This is an optimization exercise on Yosys and OpenROAD, whose aim is a short achievable clock period and few clock cycles, not a production implementation.
Function was checked by simulation only, so behaviour that the tests miss may differ from the original.
No activity file was given, so power comes from the tool's default toggle rates.

==> design.v <==
module CPU (
    input  wire        clk,
    input  wire        rst,
    output wire [31:0] imem_addr,
    input  wire [31:0] imem_rdata,
    output wire [31:0] dmem_addr,
    output wire        dmem_we,
    output wire [ 3:0] dmem_wmask,
    output wire [31:0] dmem_wdata,
    input  wire [31:0] dmem_rdata,
    output wire        diffen,
    output wire [31:0] diffPC,
    output wire [31:0] diffInstr,
    output wire [31:0] nextPC
);
localparam [31:0] RESET_PC = 32'h80000000;
reg  [31:0] pc_f;
reg         valid_d;
reg  [31:0] pc_d, ins_d;
reg         pred_d;
reg  [31:0] tgtf_d;             
reg  [31:0] auipc_d;            
reg  [31:0] pc4_d;
reg  [31:0] oh1_d, oh2_d;       
reg         byp1_d, byp2_d;     
reg         valid_x;
reg  [31:0] pc_x, ins_x;
reg  [31:0] a_x, b_x;           
reg  [9:0]  aluop_x;            
reg         sel_alu_x, sel_ld_x, sel_dv_x;
reg  [31:0] dval_x;             
reg         br_x, jmp_x, predx_x, p8_x;
reg  [2:0]  f3_x;
reg  [31:0] tgt_x, pc4_x, alt_x;
reg         jalr_x;             
reg  [31:0] sha_x;              
reg  [4:0]  shamt_x;            
reg         we_x;               
reg  [4:0]  rd_x;
reg         st_x;               
reg  [3:0]  wmask_x;
reg  [31:0] addr_x;
reg         csrw_x, csrs_x, ecall_x, ebreak_x;
reg  [3:0]  csrsel_x;           
reg         valid_w;
reg  [31:0] pc_w, ins_w, npc_w, res_w;
reg         we_w;
reg  [4:0]  rd_w;
reg         halted;
reg  [31:0] rf [1:31];
reg  [31:0] mstatus, mtvec, mepc, mcause;
wire [31:0] ins_f = imem_rdata;
wire        f_jal = ins_f[6:0] == 7'b1101111;
wire        f_bb  = (ins_f[6:0] == 7'b1100011) & ins_f[31];
wire        pred_f = f_jal | f_bb;
wire [31:0] immJ_f = {{12{ins_f[31]}}, ins_f[19:12], ins_f[20], ins_f[30:21], 1'b0};
wire [31:0] immB_f = {{20{ins_f[31]}}, ins_f[7], ins_f[30:25], ins_f[11:8], 1'b0};
wire [31:0] tgtJ_f = pc_f + immJ_f;
wire [31:0] tgtB_f = pc_f + immB_f;
wire [31:0] tgt_f  = ins_f[3] ? tgtJ_f : tgtB_f;
wire [31:0] tgtU_f = pc_f + {ins_f[31:12], 12'b0};
wire [31:0] pc4_f  = pc_f + 32'd4;
assign imem_addr = pc_f;
wire [4:0]  rs1_f = ins_f[19:15];
wire [4:0]  rs2_f = ins_f[24:20];
wire [31:0] oh1_f = (32'd1 << rs1_f) & ~32'd1;
wire [31:0] oh2_f = (32'd1 << rs2_f) & ~32'd1;
wire [6:0] op  = ins_d[6:0];
wire [2:0] f3  = ins_d[14:12];
wire [4:0] rs1 = ins_d[19:15];
wire [4:0] rs2 = ins_d[24:20];
wire [4:0] rd  = ins_d[11:7];
wire d_lui   = op == 7'b0110111;
wire d_auipc = op == 7'b0010111;
wire d_jal   = op == 7'b1101111;
wire d_jalr  = op == 7'b1100111;
wire d_br    = op == 7'b1100011;
wire d_ld    = op == 7'b0000011;
wire d_st    = op == 7'b0100011;
wire d_opi   = op == 7'b0010011;
wire d_op    = op == 7'b0110011;
wire d_sys   = op == 7'b1110011;
wire d_csrrw = d_sys & (f3 == 3'b001);
wire d_csrrs = d_sys & (f3 == 3'b010);
wire d_csr   = d_csrrw | d_csrrs;
wire d_ecall = ins_d == 32'h00000073;
wire d_mret  = ins_d == 32'h30200073;
wire d_ebrk  = ins_d == 32'h00100073;
wire [31:0] immI = {{20{ins_d[31]}}, ins_d[31:20]};
wire [31:0] immS = {{20{ins_d[31]}}, ins_d[31:25], ins_d[11:7]};
wire [31:0] immB = {{20{ins_d[31]}}, ins_d[7], ins_d[30:25], ins_d[11:8], 1'b0};
wire [31:0] immU = {ins_d[31:12], 12'b0};
wire [31:0] immJ = {{12{ins_d[31]}}, ins_d[19:12], ins_d[20], ins_d[30:21], 1'b0};
reg  [31:0] rfr1, rfr2;
integer k;
always @(*) begin
    rfr1 = 32'd0;
    rfr2 = 32'd0;
    for (k = 1; k < 32; k = k + 1) begin
        rfr1 = rfr1 | ({32{oh1_d[k]}} & rf[k]);
        rfr2 = rfr2 | ({32{oh2_d[k]}} & rf[k]);
    end
end
wire [31:0] rv1 = byp1_d ? res_w : rfr1;
wire [31:0] rv2 = byp2_d ? res_w : rfr2;
wire [31:0] agu   = rv1 + (d_st ? immS : immI);
wire [11:0] csra = ins_d[31:20];
wire [31:0] csr_old = (csra == 12'h341 | d_mret) ? mepc :
                      (csra == 12'h342)          ? mcause :
                      (csra == 12'h300)          ? mstatus :
                      (csra == 12'h305 | d_ecall) ? mtvec : 32'd0;
wire d_we = (d_lui | d_auipc | d_jal | d_jalr | d_ld | d_opi | d_op | d_csr) & (rd != 5'd0);
wire d_agi = (d_ld | d_st | d_jalr) & we_x & (rd_x == rs1);
wire x_taken;
wire x_mispred;
wire x_p8kill;
wire kill_fd = valid_x & (x_mispred | ebreak_x);    
wire dkill   = kill_fd | x_p8kill;                   
wire stall   = valid_d & d_agi;
wire [31:0] tgt_d = (d_ecall | d_mret) ? csr_old : tgtf_d;    
wire        predx_d = pred_d;
wire [31:0] alt_d = predx_d ? pc4_d : tgt_d;
wire        vx_next = valid_d & ~stall & ~dkill;
wire rr  = d_op;
wire ri  = d_opi;
wire alu_add  = (ri & f3 == 3'b000) | (rr & f3 == 3'b000 & ~ins_d[30]);
wire alu_sub  = rr & f3 == 3'b000 & ins_d[30];
wire alu_sll  = (ri | rr) & f3 == 3'b001;
wire alu_slt  = (ri | rr) & f3 == 3'b010;
wire alu_sltu = (ri | rr) & f3 == 3'b011;
wire alu_xor  = (ri | rr) & f3 == 3'b100;
wire alu_srl  = (ri | rr) & f3 == 3'b101 & ~ins_d[30];
wire alu_sra  = (ri | rr) & f3 == 3'b101 & ins_d[30];
wire alu_or   = (ri | rr) & f3 == 3'b110;
wire alu_and  = (ri | rr) & f3 == 3'b111;
wire d_shift  = alu_sll | alu_srl | alu_sra;
wire [31:0] dval_d = d_lui ? immU : d_auipc ? auipc_d : d_csr ? csr_old : pc4_d;
wire fa_d = we_x & (rd_x == rs1);
wire fb_d = we_x & (rd_x == rs2);
wire [31:0] A = a_x;
wire [31:0] B = b_x;
wire [31:0] x_add = A + B;
wire [31:0] x_sub = A - B;
wire        x_eq  = A == B;
wire        x_lt  = $signed(A) < $signed(B);
wire        x_ltu = A < B;
wire [31:0] x_sll = sha_x << shamt_x;
wire [31:0] x_srl = sha_x >> shamt_x;
wire [31:0] x_sra = $signed(sha_x) >>> shamt_x;
wire [31:0] alu =
      ({32{aluop_x[0]}} & x_add)
    | ({32{aluop_x[1]}} & x_sub)
    | ({32{aluop_x[2]}} & x_sll)
    | ({32{aluop_x[3]}} & {31'd0, x_lt})
    | ({32{aluop_x[4]}} & {31'd0, x_ltu})
    | ({32{aluop_x[5]}} & (A ^ B))
    | ({32{aluop_x[6]}} & x_srl)
    | ({32{aluop_x[7]}} & x_sra)
    | ({32{aluop_x[8]}} & (A | B))
    | ({32{aluop_x[9]}} & (A & B));
reg x_cond;
always @(*) begin
    case (f3_x)
        3'b000:  x_cond = x_eq;
        3'b001:  x_cond = ~x_eq;
        3'b100:  x_cond = x_lt;
        3'b101:  x_cond = ~x_lt;
        3'b110:  x_cond = x_ltu;
        3'b111:  x_cond = ~x_ltu;
        default: x_cond = 1'b0;
    endcase
end
assign x_taken   = br_x ? x_cond : jmp_x;
assign x_mispred = (x_taken ^ predx_x) & ~x_p8kill;
assign x_p8kill  = valid_x & br_x & x_cond & ~predx_x & p8_x & valid_d & ~pred_d;
reg [31:0] ld;
always @(*) begin
    case (f3_x)
        3'b000:  ld = {{24{dmem_rdata[7]}}, dmem_rdata[7:0]};
        3'b001:  ld = {{16{dmem_rdata[15]}}, dmem_rdata[15:0]};
        3'b100:  ld = {24'd0, dmem_rdata[7:0]};
        3'b101:  ld = {16'd0, dmem_rdata[15:0]};
        default: ld = dmem_rdata;
    endcase
end
wire [31:0] res_x = ({32{sel_alu_x}} & alu) | ({32{sel_ld_x}} & ld) | ({32{sel_dv_x}} & dval_x);
assign dmem_addr  = addr_x;
assign dmem_we    = st_x & ~rst;
assign dmem_wmask = wmask_x;
assign dmem_wdata = B;
wire [31:0] csr_new = csrs_x ? (dval_x | A) : A;
assign diffen    = valid_w;
assign diffPC    = pc_w;
assign diffInstr = ins_w;
assign nextPC    = npc_w;
always @(posedge clk) begin
    if (rst)
        pc_f <= RESET_PC;
    else if (kill_fd)
        pc_f <= jalr_x ? addr_x : alt_x;
    else if (!stall)
        pc_f <= pred_f ? tgt_f : pc4_f;
end
always @(posedge clk) begin
    if (rst | kill_fd)
        valid_d <= 1'b0;
    else if (!stall)
        valid_d <= ~halted;
    if (!stall) begin
        pc_d   <= pc_f;
        ins_d  <= ins_f;
        pred_d <= pred_f;
        tgtf_d <= tgt_f;
        auipc_d <= tgtU_f;
        pc4_d  <= pc4_f;
        oh1_d  <= oh1_f;
        oh2_d  <= oh2_f;
        byp1_d <= we_x & (rd_x == rs1_f);
        byp2_d <= we_x & (rd_x == rs2_f);
    end else begin
        byp1_d <= we_x & (rd_x == rs1);
        byp2_d <= we_x & (rd_x == rs2);
    end
end
always @(posedge clk) begin
    if (rst) begin
        valid_x <= 1'b0;
        we_x    <= 1'b0;
        st_x    <= 1'b0;
        csrw_x  <= 1'b0;
        ecall_x <= 1'b0;
        ebreak_x <= 1'b0;
        br_x    <= 1'b0;
        jmp_x   <= 1'b0;
        predx_x <= 1'b0;
    end else begin
        valid_x <= vx_next;
        we_x    <= vx_next & d_we;
        st_x    <= vx_next & d_st;
        csrw_x  <= vx_next & d_csr;
        ecall_x <= vx_next & d_ecall;
        ebreak_x <= vx_next & d_ebrk;
        br_x    <= vx_next & d_br;
        jmp_x   <= vx_next & (d_jal | d_jalr | d_ecall | d_mret);
        predx_x <= vx_next & predx_d;
    end
    pc_x    <= pc_d;
    ins_x   <= ins_d;
    a_x     <= fa_d ? res_x : rv1;
    b_x     <= d_opi ? immI : fb_d ? res_x : rv2;
    aluop_x <= {alu_and, alu_or, alu_sra, alu_srl, alu_xor, alu_sltu, alu_slt, alu_sll, alu_sub, alu_add};
    sel_alu_x <= d_op | d_opi;
    sel_ld_x  <= d_ld;
    sel_dv_x  <= ~(d_op | d_opi | d_ld);
    dval_x  <= dval_d;
    p8_x    <= immB == 32'd8;
    f3_x    <= f3;
    tgt_x   <= tgt_d;
    jalr_x  <= d_jalr;
    sha_x   <= d_shift ? (fa_d ? res_x : rv1) : 32'd0;
    shamt_x <= d_shift ? (d_opi ? immI[4:0] : fb_d ? res_x[4:0] : rv2[4:0]) : 5'd0;
    pc4_x   <= pc4_d;
    alt_x   <= alt_d;
    rd_x    <= rd;
    wmask_x <= (f3[1:0] == 2'b00) ? 4'b0001 : (f3[1:0] == 2'b01) ? 4'b0011 : 4'b1111;
    addr_x  <= agu;
    csrs_x  <= d_csrrs;
    csrsel_x <= {csra == 12'h342, csra == 12'h341, csra == 12'h305, csra == 12'h300};
end
always @(posedge clk) begin
    if (we_w)
        rf[rd_w] <= res_w;
end
always @(posedge clk) begin
    if (rst) begin
        mstatus <= 32'h1800;
        mtvec   <= 32'd0;
        mepc    <= 32'd0;
        mcause  <= 32'd0;
    end else if (csrw_x) begin
        if (csrsel_x[0]) mstatus <= csr_new;
        if (csrsel_x[1]) mtvec   <= csr_new;
        if (csrsel_x[2]) mepc    <= csr_new;
        if (csrsel_x[3]) mcause  <= csr_new;
    end else if (ecall_x) begin
        mepc   <= pc_x;
        mcause <= 32'd11;
    end
end
always @(posedge clk) begin
    if (rst)
        halted <= 1'b0;
    else if (ebreak_x)
        halted <= 1'b1;
end
always @(posedge clk) begin
    if (rst) begin
        valid_w <= 1'b0;
        we_w    <= 1'b0;
    end else begin
        valid_w <= valid_x;
        we_w    <= we_x;
    end
    rd_w  <= rd_x;
    pc_w  <= pc_x;
    ins_w <= ins_x;
    npc_w <= x_taken ? (jalr_x ? addr_x : tgt_x) : pc4_x;
    res_w <= res_x;
end
endmodule
==> flow/run.sh <==
#!/bin/bash
set -euo pipefail
bash standard.sh finish SETUP_SLACK_MARGIN=6.6 > standard.log 2>&1
==> standard.sh <==
#!/bin/bash
# synth_recipe.tcl (not shown) runs the flow's synth.tcl, then flattens the netlist and writes it again
# the make line also repeats each setting of config.mk as NAME=value (left out here)
make -C /OpenROAD-flow-scripts/flow DESIGN_CONFIG=/design/flow/config.mk WORK_HOME=/design/flow/orfs CLKGATE_MAP_FILE= SYNTH_SCRIPT=/design/flow/synth_recipe.tcl "${@:-finish}"
==> config.mk <==
export PLATFORM = sky130hd
export DESIGN_NAME = CPU
export DESIGN_NICKNAME = CPU
export VERILOG_FILES = /design/flow/design.v
export SDC_FILE = /design/flow/constraint.sdc
export NUM_CORES = 4
export LEC_CHECK = 0
export CAP_MARGIN = 20
export CORE_MARGIN = 2
export CORE_UTILIZATION = 50
export PLACE_DENSITY = 0.65
export SLEW_MARGIN = 20
==> constraint.sdc <==
create_clock -name core_clock -period 11.0 [get_ports {clk}]
set_input_delay 2.2000 -clock core_clock [delete_from_list [all_inputs] [get_ports {clk}]]
set_output_delay 2.2000 -clock core_clock [all_outputs]
set_load 0.01 [all_outputs]
==> summary.md, run 1 <==
| Metric | Value |
|---|---|
| Die width | `between 400 and 500 um` |
| Synthesized flop and latch total | `between 1500 and 2000` |
| Simple-gate share of the synthesized area | `a little under a tenth` |
| R2R cell count | `10` |
| Met1 GRT Util | `56.9%` |
| # nets final | `between 7000 and 8000` |
| Post-CTS Hold Buffers | `0` |
| Max_slew headroom | `under 10%` |
| Worst Hold Depth | `0` |
| Worst min-delay path startpoint | `ins_x[18]` |
| 1st-iter DRT viols | `~16000` |
| Clock latency on the worst-skew pair | `~880 ps` |
| Vias in the first global route | `about 67000` |
| Largest family of logic cells by synthesized area | `compound AO/OA/AOI/OAI gates` |
| Worst Tran Pin Value | `between 1000 and 1500 ps` |
| Reg2reg end | `b_x[7]` |
| Initial antenna violation count | `28` |
| Num rows | `150` |
| Setup TNS | `0 ps` |
| Number of port buffers | `262` |
| Routed Antenna Nets | `0` |
| Final Hold Fails | `0` |
| CTS clk-pin slew, worst paths | `around 60 ps` |
| CTS buffer count | `between 150 and 200` |
| Compound-Gate Fraction of Synth Area | `20.7%` |
| Ys async rst share | `0%` |
| Max-Cap Viols | `0` |
| Avg Vias per Cell | `between 7 and 8` |
| Final instance area | `a little under 0.1 mm2` |
| Slew Limit Fails | `0` |
| Synth area leaders | `edfxtp_1 (43%), dfxtp_1 (15%), a22oi_1 (3.7%)` |
| Synth Net Count | `about 7500` |
| M3 GR Usage | `between 10% and 20%` |
| Worst r2r src | `aluop_x[7]` |
| Worst Path Class, Setup | `input pin to output pin` |
| Max Fclk | `approximately 210 MHz` |
| Total gr overflow | `0` |
| CP Capture Type | `output pin` |
| Area growth from synthesis to layout | `15.8%` |
| DP Area | `around 0.090 mm2` |
| Via count | `around 74000` |
| Max FFs per register | `a little under 1000` |
| Filler instances | `~14000` |
| Largest Register | `rf` |
| Number of enable flip-flop cells after synthesis | `1200` |
| GRT Max-Usage Layer | `met2` |
| Post-Synth XOR/XNOR Area | `1.31%` |
| R2R setup slack | `~6400 ps` |
| Arrival @ worst endpoint | `2520 ps` |
| Root Buffer | `clkbuf_16` |
| Post-Synthesis Cell Area | `0.0842 mm2` |
| Setup crit start kind | `input pin` |
| Detailed placement HPWL | `about 250000 um` |
| Leakage Power | `33.9 nW` |
| Syn Area/Cell | `11.6 um2` |
| Gr usage total | `between 40% and 50%` |
| CTS tree | `built` |
| Sequential-to-total area share from yosys stat | `between 50% and 60%` |
| Avg WL per Cell | `40.6 um` |
| Min-Delay Path Class | `register to register` |
| RSZ-0062 raised after global routing | `yes` |
| CTS H-tree lvls | `4` |
| Layout cells sized above 1 | `between 10 and 15%` |
| Setup-failing EPs final | `0` |
| WL final | `between 300000 and 400000 um` |
| Maximum vdd ir drop | `182 uV` |
| Hold worst-path end | `ins_w[18]` |
| Core box area | `between 0.15 and 0.2 mm2` |
| CTS sink cnt | `1848` |
| Global-route wire length before repair | `about 540000 um` |
| Unique masters post-synth | `slightly above 100` |
| Post-synth top flop | `edfxtp_1` |
| DR pass1 iterations | `10` |
| Clock Path Buffers | `3` |
| Grt met2 use | `63.1%` |
| Chip Height | `roughly 410 um` |
| Outcome | `timing/DRC/antenna clean` |
| Syn Inst Count | `about 7200` |
| Yosys warns | `1` |
| Initial Util | `a little over 50%` |
| Post-synth top area cell | `edfxtp_1` |
| Ports | `about 260` |
| Post-route clock period utilization | `42.9%` |
| DRC | `0` |
| Post-Synth Adder-Cell Area | `between 2 and 3%` |
| Post-synth top area share | `between 40 and 50%` |
| Final clock skew | `65.6 ps` |
| Critical Path RT | `8800 ps` |
| Die ar. | `about 0.17 mm2` |
| Power per Cell Area | `168 mW/mm2` |
| Largest net degree at the start of global routing | `112` |
| RePlAce Congestion | `~1.0` |
| Critical Path Fanout Max | `2` |
| Mux share of post-synthesis cell area | `around 4%` |
| Min cycle time layout | `between 4000 and 5000 ps` |
==> Yosys cell counts, types with 15 or more instances <==
library cell	count
a211o_1	17
a211oi_1	209
a21boi_0	22
a21o_1	72
a21oi_1	449
a221oi_1	308
a222oi_1	39
a22o_1	291
a22oi_1	418
a31oi_1	27
and2_1	46
and3_1	25
buf_1	50
buf_2	21
buf_4	20
clkbuf_1	410
dfxtp_1	648
edfxtp_1	1200
ha_1	177
inv_1	208
mux2_2	100
mux2i_1	89
mux4_2	57
nand2_1	385
nand2b_1	54
nand3_1	141
nand3b_1	24
nand4_1	149
nor2_1	521
nor2b_1	86
nor3_1	112
nor4_1	31
o211ai_1	32
o21a_1	40
o21ai_0	273
o21ai_1	19
o21bai_1	20
o22ai_1	19
o31ai_1	29
o32ai_1	15
or2_2	18
or3_1	32
or4_1	16
xnor2_1	79
xor2_1	47
==> timing repair <==
item	in CTS	in global routing
pin swaps	22	35
gates cloned	2	5
endpoints found under the setup margin	307	88
gates resized for setup	201	158
buffers inserted	24	25
==> critical path: stages <==
cell     delay, ps
buf_16         110
nor2b_4        100
buf_6          100
==> layout make-up <==
type,instances,area [um2],share of cell area [%]
sequential,1848,49100,50.3
multi-input combinational,4663,33700,34.5
clock buffer,242,5150,5.28
timing repair buffer,531,5020,5.15
tap,2204,2760,2.83
clock inverter,103,982,1.01
inverter,214,811,0.831
antenna,20,50.0,0.0513
==> power breakdown <==
group / switching, mW / internal (mW) / leakage, nW
clock: 2.85 / 3.60 / 2.99
sequential: 0.360 / 7.53 / 16.7
combinational: 1.27 / 0.722 / 14.2
==> cell usage in the layout, fill, tap and decap left out, types with 90 or more instances in the layout <==
cell and count:
edfxtp_1 1200, dfxtp_1 592, nor2_1 486, a21oi_1 421, a22oi_1 416, nand2_1 380
a221oi_1 298, a22o_1 289, o21ai_0 241, clkdlybuf4s50_1 234, buf_4 219, inv_1 205
a211oi_1 204, clkbuf_16 196, ha_1 154, nand4_1 149, nand3_1 138, mux2_2 97
nor3_1 90
==> metal layers <==
metal	vias to the layer above	wire length, um
li1	28700	-
met1	35400	137000
met2	7428	163000
met3	2004	62400
met4	28	35100
met5	-	553
==> per-stage QoR <==
step	utilization [%]	cells	total power, mW	hold slack, ps	setup slack [ps]
floorplan	-	7234	8.83	310	6110
global placement	53.6	9401	9.82	310	4430
detailed placement	53.6	9403	9.84	312	4450
CTS	57.8	9774	16.2	326	6280
global route	58.3	9805	16.7	329	6270
finish	58.3	9825	16.3	322	6280
==> cell families after synthesis <==
logic type | after synthesis
other | 1
XOR/XNOR | 126
AO/OA/AOI/OAI | 2424
flip-flops | 1848
AND/OR/NAND/NOR | 1678
adder cells (fa/ha/maj) | 182
multiplexers | 250
buffers and inverters | 725
==> worst max-delay path by stage <==
stage               slack, ps          to  depth (start not counted)           from
floorplan                6110  tgtf_d[31]                         15  imem_rdata[3]
global placement         4430  tgtf_d[31]                         14  imem_rdata[3]
detailed placement       4450  tgtf_d[31]                         14  imem_rdata[3]
CTS                      6280     dmem_we                          3            rst
global route             6270     dmem_we                          3            rst
finish                   6280     dmem_we                          3            rst
Testbench counts, summed over its fixed seeds: cycles 48,006.
==> run 2, diff against run 1 <==
--- a/design.v
+++ b/design.v
@@ -22,4 +22,6 @@
 reg  [31:0] auipc_d;            
 reg  [31:0] pc4_d;
+reg         ecall_d, mret_d, ebrk_d;
+reg  [3:0]  cs_d;               
 reg  [31:0] oh1_d, oh2_d;       
 reg         byp1_d, byp2_d;     
@@ -48,4 +50,9 @@
 reg  [4:0]  rd_w;
 reg         halted;
+reg         lp_ok;
+reg  [31:0] lp_pc;
+reg  [7:0]  lp_cnt, lp_trip;
+reg         jp_ok;
+reg  [31:0] jp_pc, jp_tgt;
 reg  [31:0] rf [1:31];
 reg  [31:0] mstatus, mtvec, mepc, mcause;
@@ -53,12 +60,21 @@
 wire        f_jal = ins_f[6:0] == 7'b1101111;
 wire        f_bb  = (ins_f[6:0] == 7'b1100011) & ins_f[31];
-wire        pred_f = f_jal | f_bb;
+wire        lp_exit_f = lp_ok & (pc_f == lp_pc) & (lp_cnt == lp_trip);
+wire        f_jalr = ins_f[6:0] == 7'b1100111;
+wire        jp_hit_f = jp_ok & (pc_f == jp_pc);
+wire        pred_f = f_jal | (f_bb & ~lp_exit_f) | (f_jalr & jp_hit_f);
 wire [31:0] immJ_f = {{12{ins_f[31]}}, ins_f[19:12], ins_f[20], ins_f[30:21], 1'b0};
 wire [31:0] immB_f = {{20{ins_f[31]}}, ins_f[7], ins_f[30:25], ins_f[11:8], 1'b0};
 wire [31:0] tgtJ_f = pc_f + immJ_f;
 wire [31:0] tgtB_f = pc_f + immB_f;
-wire [31:0] tgt_f  = ins_f[3] ? tgtJ_f : tgtB_f;
+wire [31:0] tgt_f  = ins_f[3] ? tgtJ_f : ins_f[2] ? jp_tgt : tgtB_f;
 wire [31:0] tgtU_f = pc_f + {ins_f[31:12], 12'b0};
 wire [31:0] pc4_f  = pc_f + 32'd4;
+wire [11:0] csra_f  = ins_f[31:20];
+wire        ecall_f = ins_f == 32'h00000073;
+wire        mret_f  = ins_f == 32'h30200073;
+wire        ebrk_f  = ins_f == 32'h00100073;
+wire [3:0]  cs_f    = {csra_f == 12'h342, csra_f == 12'h341 | mret_f,
+                       csra_f == 12'h305 | ecall_f, csra_f == 12'h300};
 assign imem_addr = pc_f;
 wire [4:0]  rs1_f = ins_f[19:15];
@@ -84,7 +100,7 @@
 wire d_csrrs = d_sys & (f3 == 3'b010);
 wire d_csr   = d_csrrw | d_csrrs;
-wire d_ecall = ins_d == 32'h00000073;
-wire d_mret  = ins_d == 32'h30200073;
-wire d_ebrk  = ins_d == 32'h00100073;
+wire d_ecall = ecall_d;
+wire d_mret  = mret_d;
+wire d_ebrk  = ebrk_d;
 wire [31:0] immI = {{20{ins_d[31]}}, ins_d[31:20]};
 wire [31:0] immS = {{20{ins_d[31]}}, ins_d[31:25], ins_d[11:7]};
@@ -105,9 +121,6 @@
 wire [31:0] rv2 = byp2_d ? res_w : rfr2;
 wire [31:0] agu   = rv1 + (d_st ? immS : immI);
-wire [11:0] csra = ins_d[31:20];
-wire [31:0] csr_old = (csra == 12'h341 | d_mret) ? mepc :
-                      (csra == 12'h342)          ? mcause :
-                      (csra == 12'h300)          ? mstatus :
-                      (csra == 12'h305 | d_ecall) ? mtvec : 32'd0;
+wire [31:0] csr_old = ({32{cs_d[2]}} & mepc) | ({32{cs_d[3]}} & mcause) |
+                      ({32{cs_d[0]}} & mstatus) | ({32{cs_d[1]}} & mtvec);
 wire d_we = (d_lui | d_auipc | d_jal | d_jalr | d_ld | d_opi | d_op | d_csr) & (rd != 5'd0);
 wire d_agi = (d_ld | d_st | d_jalr) & we_x & (rd_x == rs1);
@@ -172,5 +185,5 @@
 end
 assign x_taken   = br_x ? x_cond : jmp_x;
-assign x_mispred = (x_taken ^ predx_x) & ~x_p8kill;
+assign x_mispred = ((x_taken ^ predx_x) | (jalr_x & (addr_x != tgt_x))) & ~x_p8kill;
 assign x_p8kill  = valid_x & br_x & x_cond & ~predx_x & p8_x & valid_d & ~pred_d;
 reg [31:0] ld;
@@ -214,4 +227,8 @@
         auipc_d <= tgtU_f;
         pc4_d  <= pc4_f;
+        ecall_d <= ecall_f;
+        mret_d <= mret_f;
+        ebrk_d <= ebrk_f;
+        cs_d   <= cs_f;
         oh1_d  <= oh1_f;
         oh2_d  <= oh2_f;
@@ -266,5 +283,5 @@
     addr_x  <= agu;
     csrs_x  <= d_csrrs;
-    csrsel_x <= {csra == 12'h342, csra == 12'h341, csra == 12'h305, csra == 12'h300};
+    csrsel_x <= {cs_d[3], cs_d[2] & ~d_mret, cs_d[1] & ~d_ecall, cs_d[0]};
 end
 always @(posedge clk) begin
@@ -288,4 +305,38 @@
     end
 end
+always @(posedge clk) begin
+    if (rst) begin
+        jp_ok  <= 1'b0;
+        jp_pc  <= 32'd0;
+        jp_tgt <= 32'd0;
+    end else if (jalr_x & valid_x) begin
+        jp_ok  <= 1'b1;
+        jp_pc  <= pc_x;
+        jp_tgt <= addr_x;
+    end
+end
+wire x_back = br_x & ins_x[31];
+wire x_lp   = pc_x == lp_pc;
+always @(posedge clk) begin
+    if (rst) begin
+        lp_ok  <= 1'b0;
+        lp_pc  <= 32'd0;
+        lp_cnt <= 8'd0;
+        lp_trip <= 8'd0;
+    end else if (x_back) begin
+        if (x_cond) begin
+            if (x_lp)
+                lp_cnt <= lp_cnt + 8'd1;
+        end else if (x_lp) begin
+            lp_trip <= lp_cnt;
+            lp_cnt  <= 8'd0;
+            lp_ok   <= 1'b1;
+        end else begin
+            lp_pc   <= pc_x;
+            lp_cnt  <= 8'd0;
+            lp_ok   <= 1'b0;
+        end
+    end
+end
 always @(posedge clk) begin
     if (rst)
--- a/config.mk
+++ b/config.mk
@@ -8,5 +8,5 @@
 export CAP_MARGIN = 20
 export CORE_MARGIN = 2
-export CORE_UTILIZATION = 50
-export PLACE_DENSITY = 0.65
+export CORE_UTILIZATION = 40
+export PLACE_DENSITY = 0.6
 export SLEW_MARGIN = 20
==> summary.md, run 2 <==
| Metric | Value |
|---|---|
| Outcome | `timing/DRC/antenna clean (unchanged)` |
| Maximum vdd ir drop | `164 uV (was 182 uV)` |
| Post-synth top flop | `edfxtp_1 (unchanged)` |
| Unique masters post-synth | `94 (was 102)` |
| Post-synth top area cell | `edfxtp_1 (unchanged)` |
| Clock latency on the worst-skew pair | `930 ps (was 880 ps)` |
| M3 GR Usage | `17.1% (was 16.0%)` |
| Critical Path Max Stage Delay | `130 ps (was 110 ps)` |
| Setup-failing EPs final | `0 (unchanged)` |
| Arrival @ worst endpoint | `2540 ps (was 2520 ps)` |
| Max FFs per register | `992 (unchanged)` |
| Die ar. | `0.230 mm2 (was 0.172 mm2)` |
| Synthesized flop and latch total | `1970 (was 1848)` |
| Gr usage total | `38.2% (was 44.6%)` |
| Sequential-to-total area share from yosys stat | `56.9% (was 58.2%)` |
| Largest net degree at the start of global routing | `164 (was 112)` |
| RePlAce Congestion | `1.01 (was 1.03)` |
| Max_slew headroom | `11.2% (was 9.83%)` |
| Max-Cap Viols | `0 (unchanged)` |
| Synth area leaders | `edfxtp_1 (40%), dfxtp_1 (17%), a22oi_1 (3.6%) (was edfxtp_1 (43%), dfxtp_1 (15%), a22oi_1 (3.7%))` |
| CTS sink cnt | `1970 (was 1848)` |
| CP Capture Type | `output pin (unchanged)` |
| Root Buffer | `clkbuf_16 (unchanged)` |
| Initial Util | `40.3% (was 50.3%)` |
| Min-Delay Path Class | `register to register (unchanged)` |
| WL final | `457000 um (was 399000 um)` |
| Slowest cell on crit path | `clkbuf_16 (was buf_16)` |
| Max Fclk | `211 MHz (was 212 MHz)` |
| CTS H-tree lvls | `4 (unchanged)` |
| Setup TNS | `0 ps (unchanged)` |
| GRT Max-Usage Layer | `met2 (unchanged)` |
| Initial antenna violation count | `48 (was 28)` |
| Worst Path Class, Setup | `input pin to output pin (unchanged)` |
| Worst Setup EP | `dmem_we (unchanged)` |
| Area growth from synthesis to layout | `17.8% (was 15.8%)` |
| Die width | `480 um (was 414 um)` |
| Min cycle time layout | `4740 ps (was 4720 ps)` |
| Syn Inst Count | `8037 (was 7234)` |
| # nets final | `8494 (was 7693)` |
| CTS tree | `built (unchanged)` |
| Most frequent cells in the layout | `edfxtp_1 (1208), dfxtp_1 (691), nor2_1 (612) (was edfxtp_1 (1200), dfxtp_1 (592), nor2_1 (486))` |
| Avg Vias per Cell | `7.05 (was 7.49)` |
| DRC | `0 (unchanged)` |
| Setup crit start kind | `input pin (unchanged)` |
| Core box area | `0.225 mm2 (was 0.167 mm2)` |
| Worst Tran Pin Value | `1330 ps (was 1340 ps)` |
| Slew Limit Fails | `0 (unchanged)` |
| Routed Antenna Nets | `0 (unchanged)` |
| Ports | `264 (unchanged)` |
| Ys async rst share | `0% (unchanged)` |
| R2R cell count | `16 (was 10)` |
| Layout cells sized above 1 | `14.0% (was 13.7%)` |
| CTS clk-pin slew, worst paths | `60 ps (about the same)` |
| Commonest non-fill, non-tap cell in the layout | `edfxtp_1 (unchanged)` |
| Number of enable flip-flop cells after synthesis | `1208 (was 1200)` |
| Total gr overflow | `0 (unchanged)` |
| Via count | `80600 (was 73600)` |
| RSZ-0062 raised after global routing | `yes (unchanged)` |
| Final clock skew | `139 ps (was 65.6 ps)` |
| Util after Layout | `47.4% (was 58.3%)` |
| DR pass1 iterations | `11 (was 10)` |
| Synth Net Count | `8292 (was 7482)` |
| Clock Path Buffers | `3 (unchanged)` |
| Global-route wire length before repair | `612000 um (was 538000 um)` |
| Worst path cell trace | `clkbuf_16 > nor2b_4 > buf_6 (was buf_16 > nor2b_4 > buf_6)` |
| Worst r2r src | `oh1_d[22] (was aluop_x[7])` |
| Critical Path RT | `8800 ps (about the same)` |
| Post-Synthesis Cell Area | `0.0905 mm2 (was 0.0842 mm2)` |
| Post-route clock period utilization | `43.1% (was 42.9%)` |
| Final Hold Fails | `0 (unchanged)` |
| Post-synth top cells | `edfxtp_1 (1208), dfxtp_1 (762), nor2_1 (652) (was edfxtp_1 (1200), dfxtp_1 (648), nor2_1 (521))` |
| Leakage Power | `37.4 nW (was 33.9 nW)` |
| Post-synth top area share | `40.1% (was 42.8%)` |
| Power per Cell Area | `168 mW/mm2 (about the same)` |
| Vias in the first global route | `73900 (was 67100)` |
| R2R setup slack | `6370 ps (was 6430 ps)` |
| Post-CTS Hold Buffers | `0 (unchanged)` |
| Met1 GRT Util | `49.2% (was 56.9%)` |
| 1st-iter DRT viols | `16800 (was 16200)` |
| Critical Path Fanout Max | `3 (was 2)` |
| Syn Area/Cell | `11.3 um2 (was 11.6 um2)` |
| Chip Height | `480 um (was 414 um)` |
| Grt met2 use | `52.2% (was 63.1%)` |
| CTS buffer count | `202 (was 187)` |
| Top-count cell post-synth | `edfxtp_1 (unchanged)` |
| Power Total | `17.9 mW (was 16.3 mW)` |
| Reg2reg end | `addr_x[31] (was b_x[7])` |
| Number of port buffers | `262 (unchanged)` |
| Detailed placement HPWL | `285000 um (was 248000 um)` |
| Yosys warns | `1 (unchanged)` |
| Worst Setup SP | `rst (unchanged)` |
| Num rows | `174 (was 150)` |
| Largest Register | `rf (unchanged)` |
| Avg WL per Cell | `39.9 um (was 40.6 um)` |
## run 2: cells by family after synthesis
| family | synth area share [%] |
|---|---|
| mux | 4.02 |
| fa+ha+maj | 2.66 |
| flops | 56.9 |
| compound gates | 20.2 |
| xor+xnor | 2.58 |
| other cells | 0.00414 |
| buf+inv | 3.36 |
| simple gates | 10.3 |
## run 2: repair_timing
action,in CTS,in global routing
cloned,3,1
setup endpoints to repair,253,284
resized for setup,287,252
setup buffers,14,36
pin swaps,15,55
## run 2: layer usage
layer / wire [um] / part of all wire, %
met1: 165000 / 36
met2: 181000 / 40
met3: 75500 / 17
met4: 35100 / 7.7
met5: 534 / 0.12
## run 2: layout make-up
class / instances / area (um2)
antenna: 30 / 75.1
clock buffer: 281 / 5770
clock inverter: 102 / 1280
fill: 20200 / 118000
inverter: 208 / 788
multi-input combinational: 5287 / 37800
sequential: 1970 / 51700
tap: 2992 / 3740
timing repair buffer: 570 / 5530
## run 2: how the worst min path moves through the flow
stage,start,to,slack [ps],cells past startpoint
after floorplan,ins_x[0],ins_w[0],310,0
after global placement,ins_x[25],ins_w[25],310,0
after detailed placement,ins_x[22],ins_w[22],310,0
after CTS,pc4_d[14],pc4_x[14],320,0
after global routing,ins_x[2],ins_w[2],330,0
final,pc4_d[14],pc4_x[14],310,0
## run 2: where the power goes
| part | switching, mW | internal [mW] | total, mW |
|---|---|---|---|
| clock network | 3.17 | 4.09 | 7.26 |
| registers | 0.473 | 8.00 | 8.47 |
| logic | 1.37 | 0.777 | 2.15 |
| total | 5.01 | 12.9 | 17.9 |
## run 2: critical path: cells and delay by family
| kind | cells | cell delay (ps) |
|---|---|---|
| simple gates | 1 | 100 |
| buf+inv | 2 | 230 |
## run 2: through the flow
stage	worst slack, ps	hold slack [ps]	instances	instance area, um2
final	6260	312	11400	107000
after global routing	6250	330	11400	107000
after CTS	6270	317	11400	105000
after detailed placement	4930	312	11000	97200
after global placement	4920	312	11000	97200
after floorplan	6200	310	8037	90900
Testbench counts of run 2, summed over its fixed seeds: cycles 47,226.
==> run 3, diff against run 2 <==
==> flow/run.sh (replaced) <==
#!/bin/bash
set -euo pipefail
bash standard.sh finish SETUP_SLACK_MARGIN=6.8 > standard.log 2>&1
==> summary.md, run 3 <==
| Metric | Value |
|---|---|
| Largest family of logic cells by synthesized area | `compound AO/OA/AOI/OAI gates (unchanged)` |
| Total gr overflow | `0 (unchanged)` |
| Met1 GRT Util | `50.2% (was 49.2%)` |
| Final instance area | `0.109 mm2 (was 0.107 mm2)` |
| WL final | `462000 um (was 457000 um)` |
| Worst Path Class, Setup | `input pin to output pin (unchanged)` |
| Pre-CTS WS | `5010 ps (was 4930 ps)` |
| Syn Inst Count | `8037 (unchanged)` |
| Sw frac | `27.9% (was 28.0%)` |
| Maximum vdd ir drop | `128 uV (was 164 uV)` |
| Largest net degree at the start of global routing | `108 (was 164)` |
| Global-route wire length before repair | `613000 um (was 612000 um)` |
| Post-route clock period utilization | `43.0% (was 43.1%)` |
| Gr usage total | `38.2% (about the same)` |
| Synth Net Count | `8292 (unchanged)` |
| Final Hold Fails | `0 (unchanged)` |
| Clk network pwr share | `39.9% (was 40.6%)` |
| CTS sink cnt | `1970 (unchanged)` |
| Sw power | `4.98 mW (was 5.01 mW)` |
| Largest Register | `rf (unchanged)` |
| 1st-iter DRT viols | `17000 (was 16800)` |
| Worst path cell trace | `clkbuf_16 > nor2b_4 > buf_6 (unchanged)` |
| Arrival @ worst endpoint | `2530 ps (was 2540 ps)` |
| Power per Cell Area | `164 mW/mm2 (was 168 mW/mm2)` |
| Die ar. | `0.230 mm2 (unchanged)` |
| Min cycle time layout | `4730 ps (was 4740 ps)` |
| # nets final | `8614 (was 8494)` |
| Clock latency on the worst-skew pair | `910 ps (was 930 ps)` |
| Root Buffer | `clkbuf_16 (unchanged)` |
| Worst Tran Pin Value | `1310 ps (was 1330 ps)` |
| Pint | `12.9 mW (about the same)` |
| Critical Path Max Stage Delay | `130 ps (about the same)` |
| Initial antenna violation count | `47 (was 48)` |
| DP Area | `0.0976 mm2 (was 0.0972 mm2)` |
| Area growth from synthesis to layout | `20.2% (was 17.8%)` |
| Outcome | `timing/DRC/antenna clean (unchanged)` |
| CP delay by family, top | `buffers and inverters (unchanged)` |
| Avg WL per Cell | `40.0 um (was 39.9 um)` |
| Post-Synth XOR/XNOR Area | `2.58% (unchanged)` |
| Top-count cell post-synth | `edfxtp_1 (unchanged)` |
| R2R setup slack | `6630 ps (was 6370 ps)` |
| CTS H-tree lvls | `4 (unchanged)` |
| Detailed placement HPWL | `287000 um (was 285000 um)` |
| Layout cells sized above 1 | `16.7% (was 14.0%)` |
| Max_slew headroom | `12.5% (was 11.2%)` |
| Mux share of post-synthesis cell area | `4.02% (unchanged)` |
| R2R cell count | `14 (was 16)` |
| M3 GR Usage | `16.0% (was 17.1%)` |
| Max FFs per register | `992 (unchanged)` |
| Synthesized flop and latch total | `1970 (unchanged)` |
| Compound-Gate Fraction of Synth Area | `20.2% (unchanged)` |
| Setup-failing EPs final | `0 (unchanged)` |
| Number of port buffers | `262 (unchanged)` |
| Sequential-to-total area share from yosys stat | `56.9% (unchanged)` |
| Reg2reg end | `addr_x[31] (unchanged)` |
| Yosys warns | `1 (unchanged)` |
| Number of enable flip-flop cells after synthesis | `1208 (unchanged)` |
| Crit path depth | `3 (unchanged)` |
| Unique masters post-synth | `94 (unchanged)` |
| Filler instances | `19900 (was 20200)` |
| Setup crit start kind | `input pin (unchanged)` |
| Post-synth top area cell | `edfxtp_1 (unchanged)` |
| Slew Limit Fails | `0 (unchanged)` |
| Routed Antenna Nets | `0 (unchanged)` |
| Register area | `0.0518 mm2 (was 0.0517 mm2)` |
| DRC | `0 (unchanged)` |
| Core box area | `0.225 mm2 (unchanged)` |
| Post-synth top cells | `edfxtp_1 (1208), dfxtp_1 (762), nor2_1 (652) (unchanged)` |
| Setup TNS | `0 ps (unchanged)` |
| Ys async rst share | `0% (unchanged)` |
| GRT Max-Usage Layer | `met2 (unchanged)` |
| Max Fclk | `211 MHz (about the same)` |
| Post-Synth Adder-Cell Area | `2.66% (unchanged)` |
| Ports | `264 (unchanged)` |
| Post-synth top flop | `edfxtp_1 (unchanged)` |
| Worst min-delay path startpoint | `ins_x[15] (was pc4_d[14])` |
| Initial Util | `40.3% (unchanged)` |
| CP Capture Type | `output pin (unchanged)` |
| Post-synth top area share | `40.1% (unchanged)` |
| Worst Setup SP | `rst (unchanged)` |
| RePlAce Congestion | `0.995 (was 1.01)` |
| Post-layout worst setup margin | `6270 ps (was 6260 ps)` |
| DR pass1 iterations | `11 (unchanged)` |
| RSZ-0062 raised after global routing | `yes (unchanged)` |
| Clock Path Buffers | `3 (unchanged)` |
| Grt met2 use | `52.3% (was 52.2%)` |
| Worst r2r src | `oh1_d[23] (was oh1_d[22])` |
| Chip Height | `480 um (unchanged)` |
| Worst Setup EP | `dmem_we (unchanged)` |
| Commonest non-fill, non-tap cell in the layout | `edfxtp_1 (unchanged)` |
| Leakage Power | `38.3 nW (was 37.4 nW)` |
| WP buf/inv | `2 (unchanged)` |
| Critical Path Fanout Max | `4 (was 3)` |
| Final clock skew | `81.1 ps (was 139 ps)` |
| Via count | `82000 (was 80600)` |
| Synth area leaders | `edfxtp_1 (40%), dfxtp_1 (17%), a22oi_1 (3.6%) (unchanged)` |
| CTS tree | `built (unchanged)` |
| Slowest cell on crit path | `clkbuf_16 (unchanged)` |
| Num rows | `174 (unchanged)` |
| Sequential share of power | `47.4% (about the same)` |
| Most frequent cells in the layout | `edfxtp_1 (1208), dfxtp_1 (649), nor2_1 (608) (was edfxtp_1 (1208), dfxtp_1 (691), nor2_1 (612))` |
| Min-Delay Path Class | `register to register (unchanged)` |
| Post-Synthesis Cell Area | `0.0905 mm2 (unchanged)` |
| CTS buffer count | `199 (was 202)` |
| Die width | `480 um (unchanged)` |
| Simple-gate share of the synthesized area | `10.3% (unchanged)` |
| Comb power frac | `12.7% (was 12.0%)` |
| Avg Vias per Cell | `7.10 (was 7.05)` |
| Max-Cap Viols | `0 (unchanged)` |
| Critical Path RT | `8800 ps (about the same)` |
| Vias in the first global route | `74000 (was 73900)` |
| CTS clk-pin slew, worst paths | `60 ps (about the same)` |
| Multi-input logic area | `0.0384 mm2 (was 0.0378 mm2)` |
| Syn Area/Cell | `11.3 um2 (unchanged)` |
==> run 3: changes by cell type in the layout (fill, tap and decap cells not counted), sizes merged <==
cell,delta
buf,+121
bufbuf,+4
bufinv,-1
clkbuf,+1
clkdlybuf4s15,+4
clkdlybuf4s18,-1
clkdlybuf4s50,-18
clkinv,-4
clkinvlp,-4
diode,+7
dlygate4sd2,+13
dlymetal6s2s,-1
==> run 3: worst min path at each step <==
stage	to	cells past startpoint	slack, ps
after floorplan	ins_w[0]	0	310
after global placement	ins_w[25]	0	310
final	ins_w[15]	0	310
after CTS	ins_w[26]	0	330
after global routing	ins_w[15]	0	330
after detailed placement	ins_w[17]	0	310
==> run 3: repair_timing <==
item / CTS / global route
setup endpoints to repair: 343 / 180
buffers inserted: 78 / 57
hold buffers: 0 / 0
gates cloned: 8 / 9
resized for setup: 563 / 266
pin swaps: 60 / 89
==> run 3: layout make-up <==
type,instances,area share [%]
Sequential cell,1970,47.6
Multi-Input combinational cell,5287,35.3
Timing Repair Buffer,693,6.55
Clock buffer,281,5.33
Tap cell,2992,3.44
Clock inverter,93,0.955
Inverter,208,0.735
Antenna cell,37,0.0851
==> run 3: logic make-up (layout without fill, tap and decap cells) <==
family,count (synthesis),count (layout)
buffers and inverters,780,1275
xor gates and xnor gates,267,267
AOI/OAI and AO/OA,2570,2570
adders and majority gates,189,189
DFF,1970,1970
muxes,275,275
other,1,38
and+or+nand+nor,1985,1985
==> run 3: through the flow <==
step / instances / util [%] / hold WS, ps / power, mW
floorplan: 8037 / - / 310 / 9.41
global placement: 11000 / 43.4 / 311 / 10.5
detailed placement: 11000 / 43.4 / 312 / 10.5
CTS: 11500 / 47.5 / 326 / 17.6
global route: 11500 / 48.4 / 327 / 18.2
finish: 11600 / 48.4 / 309 / 17.9
==> run 3: power groups by stage <==
stage               logic (mW)  registers [mW]  clock network (mW)
finish                    2.27            8.48                7.14
global route              2.35            8.46                7.41
CTS                       2.08            8.45                7.12
detailed placement        1.96            8.59                   0
global placement          1.96            8.59                   0
floorplan                 1.07            8.34                   0
==> run 3: routing by layer <==
layer | vias up | wire length, um
met5 | - | 796
met4 | 44 | 35800
met3 | 2050 | 74400
met2 | 8145 | 182000
met1 | 40000 | 169000
li1 | 31800 | -

[afterwards: timing with drivers on the ports]
The flow's constraints put no driver on any port. The routed layouts listed below were extracted and timed again, unchanged, in two steps.
Step 1 sets driving cells, clkbuf_16 on the clock port and buf_2 on the other inputs (assumed; they add their load-dependent delay and slew).
Step 2, shift: input delay + t, output delay - t, t = (earliest + latest rising clock arrival at the registers) / 2. This alone moves slack from input paths to output paths.
Three values: ideal, step 1, step 2; two values: the first two.
run	t (ns)	setup slack, ns	clock arrival spread, ns
run 1	0.932	6.280 / 6.128 / 5.686	0.068 / 0.068
run 2	0.952	6.264 / 6.117 / 5.698	0.140 / 0.140
run 3	0.970	6.270 / 6.106 / 5.795	0.084 / 0.084
After both steps every run listed still meets setup and hold. The setup slack of run 1, which loses most, moves by -0.152 ns with the drivers and by -0.594 ns with both steps.
